Source: an optimization exercise on an open RTL-to-GDS flow (aim: small area and a short achievable clock period). Production flows keep margins and buffers that such runs may drop. Where RTL was checked, it was by simulation tests only, not by an equivalence proof against the original. Only the layout flow was run in run 2; the RTL was not checked for function there. Power is estimated from default activity; no workload was simulated.

## flow/design.v (module list and top-level ports; edited modules follow where they fit)
// module pid_controller: 1224 lines
// module pid_fa: 4 lines
// module pid_pg: 4 lines
// module pid_carry16: 24 lines
// module pid_bpp: 3 lines
// module pid_ha: 4 lines
// module top: 23 lines
module top (
  input  logic        clk,
  input  logic        rst_n,
  input  logic [15:0] setpoint,
  input  logic [15:0] feedback,
  input  logic [15:0] Kp,
  input  logic [15:0] Ki,
  input  logic [15:0] Kd,
  input  logic [15:0] clk_prescaler,
  output logic [15:0] control_signal
);
  // ...
==> flow/flow/run.sh <==
#!/bin/bash
# The standard layout, with the port buffers made of plain buf_1 cells
# instead of the delay buffers buffer_ports picks on its own, and a larger
# setup margin for timing repair.
set -euo pipefail
export BUFFER_PORTS_ARGS="-buffer_cell sky130_fd_sc_hd__buf_1"
bash standard.sh SETUP_SLACK_MARGIN=6.5 finish > standard.log 2>&1
==> flow/standard.sh <==
#!/bin/bash
# synth_recipe.tcl (not shown) runs the flow's synth.tcl, then flattens the netlist and writes it again
# the make line also repeats each setting of config.mk as NAME=value (left out here)
make -C /OpenROAD-flow-scripts/flow DESIGN_CONFIG=/design/flow/config.mk WORK_HOME=/design/flow/orfs CLKGATE_MAP_FILE= SYNTH_SCRIPT=/design/flow/synth_recipe.tcl "${@:-finish}"
==> flow/config.mk <==
export PLATFORM = sky130hd
export DESIGN_NAME = top
export DESIGN_NICKNAME = top
export VERILOG_FILES = /design/flow/design.v
export SDC_FILE = /design/flow/constraint.sdc
export NUM_CORES = 4
export LEC_CHECK = 0
export CAP_MARGIN = 20
export CORE_MARGIN = 2
export CORE_UTILIZATION = 40
export CTS_BUF_LIST = sky130_fd_sc_hd__clkbuf_2 sky130_fd_sc_hd__clkbuf_4 sky130_fd_sc_hd__clkbuf_8
export CTS_CLUSTER_DIAMETER = 100
export CTS_CLUSTER_SIZE = 60
export SETUP_SLACK_MARGIN = 5
export SLEW_MARGIN = 20
export SYNTH_HIERARCHICAL = 1
export SYNTH_MINIMUM_KEEP_SIZE = 0
==> flow/constraint.sdc <==
create_clock -name core_clock -period 12.5 [get_ports {clk}]
set_input_delay 2.5000 -clock core_clock [delete_from_list [all_inputs] [get_ports {clk}]]
set_output_delay 2.5000 -clock core_clock [all_outputs]
set_load 0.01 [all_outputs]
==> results by group, run 1 <==
Cells and area
  • Final-layout clock buffer total: 17
  • Seq/total area: 0.1580
  • Share of cells above drive strength 1: 0.1747
  • Most frequent cells in the layout: a22o_1, fa_1, xnor2_1
  • # fillers: 3660
  • Post-route design area: 18250 um2
  • Fin util: 0.4732

STA
  • Tmin final: 5936 ps
  • Period utilization: 0.4749
  • Setup Skew: 17.35 ps
  • Final hold viol count: 0

Run status
  • Status: timing/DRC/antenna clean

Power and ir drop
  • Switching part of the total: 0.4968
  • Comb pwr share: 0.772
  • Seq power: 0.548 mW
  • Int Pwr: 2.006 mW

Clocking
  • # H-tree levels: 4
  • TritonCTS Sinks: 115
  • Max Root-Sink Buffers: 2
  • Clock latency on the worst-skew pair: 460 ps

Critical path
  • CP Cell Sequence: buf_1 > inv_1 > ha_4 > a21o_4 > a21o_1 > a21o_1 > xnor2_4 > inv_4 > ha_4 > nor2_4 > buf_12 > xnor2_1 > a22o_1 > fa_1 > fa_1 > fa_1
  • Worst path bufs/invs: 4
  • R2R Setup Slk: 6680 ps
  • Critical Path Max Stage Delay: 560 ps
  • Crit path kind: primary input to register

Yosys
  • Warnings, synthesis: 10
  • Area share of fa/ha/maj cells after synthesis: 0.3581
  • Top cells by count, synth: xnor2_1, fa_1, a22o_1, dfrtp_1, ha_1
  • Seq cells post-synth: 115

GRT
  • Pin count of the biggest net entering global routing: 63
  • Met3 Track Usage GR: 0.02915

Detailed routing
  • Wire per inst: 20.71 um
  • WL met1: 19.24 mm
  • Residual DRC count: 0

Placement
  • GPL Wtd Cong: 0.8721

Floorplan
  • Row Count: 72
==> run 2, diff against run 1 <==
--- a/flow/design.v
+++ b/flow/design.v
@@ -138,19 +138,20 @@
   wire e_p12, e_g12;
   pid_pg u_e_pg12 (.a(setpoint[12]), .b(~feedback[12]), .g(e_g12), .p(e_p12));
   wire e_p13, e_g13;
   pid_pg u_e_pg13 (.a(setpoint[13]), .b(~feedback[13]), .g(e_g13), .p(e_p13));
   wire e_p14, e_g14;
   pid_pg u_e_pg14 (.a(setpoint[14]), .b(~feedback[14]), .g(e_g14), .p(e_p14));
   wire e_p15, e_g15;
   pid_pg u_e_pg15 (.a(setpoint[15]), .b(~feedback[15]), .g(e_g15), .p(e_p15));
+  wire e_g0c = setpoint[0] | ~feedback[0];
   wire [15:0] e_c;
-  pid_carry16 u_e_cy (.g({e_g15, e_g14, e_g13, e_g12, e_g11, e_g10, e_g9, e_g8, e_g7, e_g6, e_g5, e_g4, e_g3, e_g2, e_g1, e_g0}), .p({e_p15, e_p14, e_p13, e_p12, e_p11, e_p10, e_p9, e_p8, e_p7, e_p6, e_p5, e_p4, e_p3, e_p2, e_p1, e_p0}), .ci(1'b1), .c(e_c));
-  wire [15:0] e = {e_p15, e_p14, e_p13, e_p12, e_p11, e_p10, e_p9, e_p8, e_p7, e_p6, e_p5, e_p4, e_p3, e_p2, e_p1, e_p0} ^ e_c;
+  pid_carry16 u_e_cy (.g({e_g15, e_g14, e_g13, e_g12, e_g11, e_g10, e_g9, e_g8, e_g7, e_g6, e_g5, e_g4, e_g3, e_g2, e_g1, e_g0c}), .p({e_p15, e_p14, e_p13, e_p12, e_p11, e_p10, e_p9, e_p8, e_p7, e_p6, e_p5, e_p4, e_p3, e_p2, e_p1, e_p0}), .ci(1'b0), .c(e_c));
+  wire [15:0] e = {e_p15, e_p14, e_p13, e_p12, e_p11, e_p10, e_p9, e_p8, e_p7, e_p6, e_p5, e_p4, e_p3, e_p2, e_p1, e_p0} ^ {e_c[15:1], 1'b1};
   wire ksum_p0, ksum_g0;
   pid_pg u_ksum_pg0 (.a(kpg[0]), .b(kdg[0]), .g(ksum_g0), .p(ksum_p0));
   wire ksum_p1, ksum_g1;
   pid_pg u_ksum_pg1 (.a(kpg[1]), .b(kdg[1]), .g(ksum_g1), .p(ksum_p1));
   wire ksum_p2, ksum_g2;
   pid_pg u_ksum_pg2 (.a(kpg[2]), .b(kdg[2]), .g(ksum_g2), .p(ksum_p2));
   wire ksum_p3, ksum_g3;
   pid_pg u_ksum_pg3 (.a(kpg[3]), .b(kdg[3]), .g(ksum_g3), .p(ksum_p3));
==> flow/config.mk (replaced) <==
export PLATFORM = sky130hd
export DESIGN_NAME = top
export DESIGN_NICKNAME = top
export VERILOG_FILES = /design/flow/design.v
export SDC_FILE = /design/flow/constraint.sdc
export NUM_CORES = 4
export LEC_CHECK = 0
export CAP_MARGIN = 20
export CORE_MARGIN = 2
export CORE_UTILIZATION = 40
export CTS_BUF_LIST = sky130_fd_sc_hd__clkbuf_4 sky130_fd_sc_hd__clkbuf_8
export CTS_CLUSTER_SIZE = 40
export SETUP_SLACK_MARGIN = 5
export SLEW_MARGIN = 20
export SYNTH_HIERARCHICAL = 1
export SYNTH_MINIMUM_KEEP_SIZE = 0
==> run 2 against run 1 <==
Effect of this change: cell area grew 0.65%; largest power group unchanged; synthesized area decreased by 0.13%; synthesized cell count about the same; clock power grew 6.9%; cell count increased by 0.82%; combinational power rose by 2%; critical path depth is 3 higher; via count grew 1.9%; register-to-register slack worse by 30 ps; maximum frequency grew 0.19%; first-iteration DRC count shrank 14%; clock skew is 6.5 ps lower.
==> results by group, run 2 <==
Clocking
  • Max Root-Sink Buffers: 2 (unchanged)
  • TritonCTS Sinks: 115 (unchanged)
  • Cell at the root of the clock tree: clkbuf_8
  • CTS buffer count: 17
  • # H-tree levels: 4 (unchanged)
  • CTS tree: yes
  • Clk slew on worst S/H paths: 80 ps
  • Clock latency on the worst-skew pair: 460 ps (about the same)

Cells and area
  • Storage cell area: 2883 um2
  • Number of nets in the layout: 1971
  • Share of cells above drive strength 1: 0.1803 (+0.005623)
  • Commonest non-fill, non-tap cell in the layout: a22o_1
  • Most frequent cells in the layout: a22o_1, fa_1, xnor2_1
  • Diode count: 0
  • Multi-input logic area: 12910 um2
  • # fillers: 3594 (-1.8%)
  • Synthesis-to-finish area growth: 17.85%

GRT
  • Total global routing overflow: 0
  • Pin count of the biggest net entering global routing: 61 (-3.2%)
  • GRT Total Usage: 0.2270
  • Met3 Track Usage GR: 0.03596 (+0.006803)
  • Most used routing layer: met2
  • First-pass GRT wire length: 70.19 mm
  • Initial antenna violation count: 0
  • Met2 Resource Use GR: 0.3618
  • Vias in the first global route: 11970
  • Met1 usage: 0.3089

STA
  • Final setup viols: 0
  • Max Freq: 0.1688 GHz
  • Final hold viol count: 0 (unchanged)
  • Period utilization: 0.4740 (-0.0008832)
  • WHS: 518.9 ps
  • Setup Skew: 10.85 ps (-6.507 ps)
  • RSZ-0062 raised after global routing: yes
  • Max Slew Vio Count: 0
  • Tmin final: 5925 ps (-11.04 ps)
  • Setup TNS: 0 ps
  • Slew margin rel.: 0.3042
  • Worst-margin pin slew: 1039 ps

Yosys
  • Avg Cell Area, Syn: 11.26 um2
  • Warnings, synthesis: 10 (unchanged)
  • Cells after Synth: 1384
  • Synthesized area: 15580 um2

Critical path
  • Arrival @ worst endpoint: 6260 ps
  • CP Cell Sequence: clkbuf_2 > inv_4 > ha_4 > a21o_1 > a21oi_4 > nand2_2 > a21o_4 > a31o_4 > xnor2_4 > buf_6 > buf_4 > nor2_1 > buf_6 > buf_4 > xnor2_1 > a22o_1 > fa_1 > fa_1 > fa_1
  • Worst setup SP type: primary input
  • Slowest CP cell: fa_1
  • Nature of the critical path endpoint: register
  • Crit path depth: 19
  • Worst path bufs/invs: 6 (+2)
  • Crit Path Max Fanout: 7
  • Crit path kind: primary input to register
  • Critical Path Max Stage Delay: 500 ps (-60 ps)
  • R2R depth: 12
  • CP most frequent cell: fa_1
  • Req. time, crit path: 12840 ps
  • Family with the most delay on the worst path: adder cells

Run status
  • Status: timing/DRC/antenna clean

Placement
  • Half-perimeter wire length after placement: 35.57 mm
  • GPL Wtd Cong: 0.9088 (+4.2%)
  • PortBufs: 113

Floorplan
  • Die Ht: 201.4 um
  • Row Count: 72 (unchanged)
  • Initial core utilization: 0.4042
  • Overall die width: 201.4 um
  • Area of the core: 38560 um2
  • Die area: 40550 um2
  • Num ports: 114

Detailed routing
  • Starting DRT DRC Count: 761
  • Post-Route WL: 44.91 mm
  • Via-to-Cell Ratio: 5.504
  • Wire per inst: 21.46 um (+3.6%)
  • Final ANT Viol Nets: 0
  • Detailed Routing Iterations Pass 1: 5
  • Residual DRC count: 0 (unchanged)
  • DR vias: 11520

Power and ir drop
  • Leak: 8.543 nW
  • VDD IR max: 0.1507 mV
  • Power Density: 222.9 nW/um2

Worst hold path
  • Hold Crit Class: register to register
  • Worst hold path cell count: 1

Flow run
  • Max_cap viols: 0
run 2: cell type report:
type                    count  share of cell area
clock inverters            15             0.01070
flip-flops and latches    115              0.1570
inverters                  71             0.01560
repair buffers            193             0.06588
multi-input cells        1164              0.7028
well taps                 518             0.03529
clock buffers              17             0.01274
run 2: final timing paths:
check | start | to | slack [ps]
min reg2reg | u_dut.clk_divider[0]$_DFF_PN0_ | u_dut.clk_divider[0]$_DFF_PN0_ | 520
max reg2reg | u_dut.smp$_DFF_PN0_ | u_dut.C3[14]$_DFF_PN0_ | 6650
min in group asynchronous | rst_n | u_dut.clk_divider[15]$_DFF_PN0_ | 2150
min | u_dut.clk_divider[0]$_DFF_PN0_ | u_dut.clk_divider[0]$_DFF_PN0_ | 520
max | feedback[2] | u_dut.C3[12]$_DFF_PN0_ | 6580
max in group asynchronous | rst_n | u_dut.prev[9]$_DFFE_PN0P_ | 8990
run 2: report_power, final:
part           leakage [nW]  internal [mW]  switching [mW]  total [mW]
Clock                 0.213          0.203           0.183       0.386
Combinational          6.90           1.38            1.77        3.15
Sequential             1.43          0.491          0.0648       0.556
run 2: layer usage:
layer	vias to the layer above	wire length [um]
met5	-	0
met4	0	1836
met3	77	2366
met2	390	21240
met1	5864	19470
li1	5188	-
run 2: repair_timing:
action | in CTS | in global routing
buffers inserted | 23 | 33
resized for setup | 34 | 58
hold buffers | 0 | 0
gates cloned | 2 | 2
setup endpoints to repair | 32 | 32
pin swaps | 12 | 25
run 2: stage by stage:
step	std cells	area (um2)	util	setup WS [ps]	total power, mW
after floorplan	1388	15840	-	6296	2.562
after global placement	2001	16870	0.4374	5578	3.524
after detailed placement	2001	16870	0.4375	5454	3.594
after CTS	2058	17770	0.4608	6402	4.048
after global routing	2093	18370	0.4763	6420	4.456
final	2093	18370	0.4763	6575	4.093

-- afterwards: timing with drivers on the ports --
How much do the figures lean on ideal ports? The routed layouts below were timed once more, with nothing changed but the port constraints.
Step 1 assumes that a clkbuf_16 drives the clock port and a buf_2 every other input.
Step 2 moves the port delays by t, midway between the first and last clock arrival at a register: inputs arrive t later, outputs are due t later. That takes back most of the time a late clock gives input paths.
Slacks: no drivers / after step 1 / after step 2; pairs: no drivers / after step 1.
| run | t (ns) | slack for setup (ns) | slew at the worst register clock pin (ns) | worst slew at a driven data input, ns |
|---|---|---|---|---|
| run 1 | 0.493 | 6.564 / 6.590 / 6.097 | 0.09 / 0.09 | 0.04 |
| run 2 | 0.500 | 6.575 / 6.595 / 6.094 | 0.08 / 0.08 | 0.03 |
After both steps setup and hold are still met in every run listed. For run 2, which loses most, drivers alone change the setup slack by +0.020 ns; drivers and shift together by -0.481 ns.
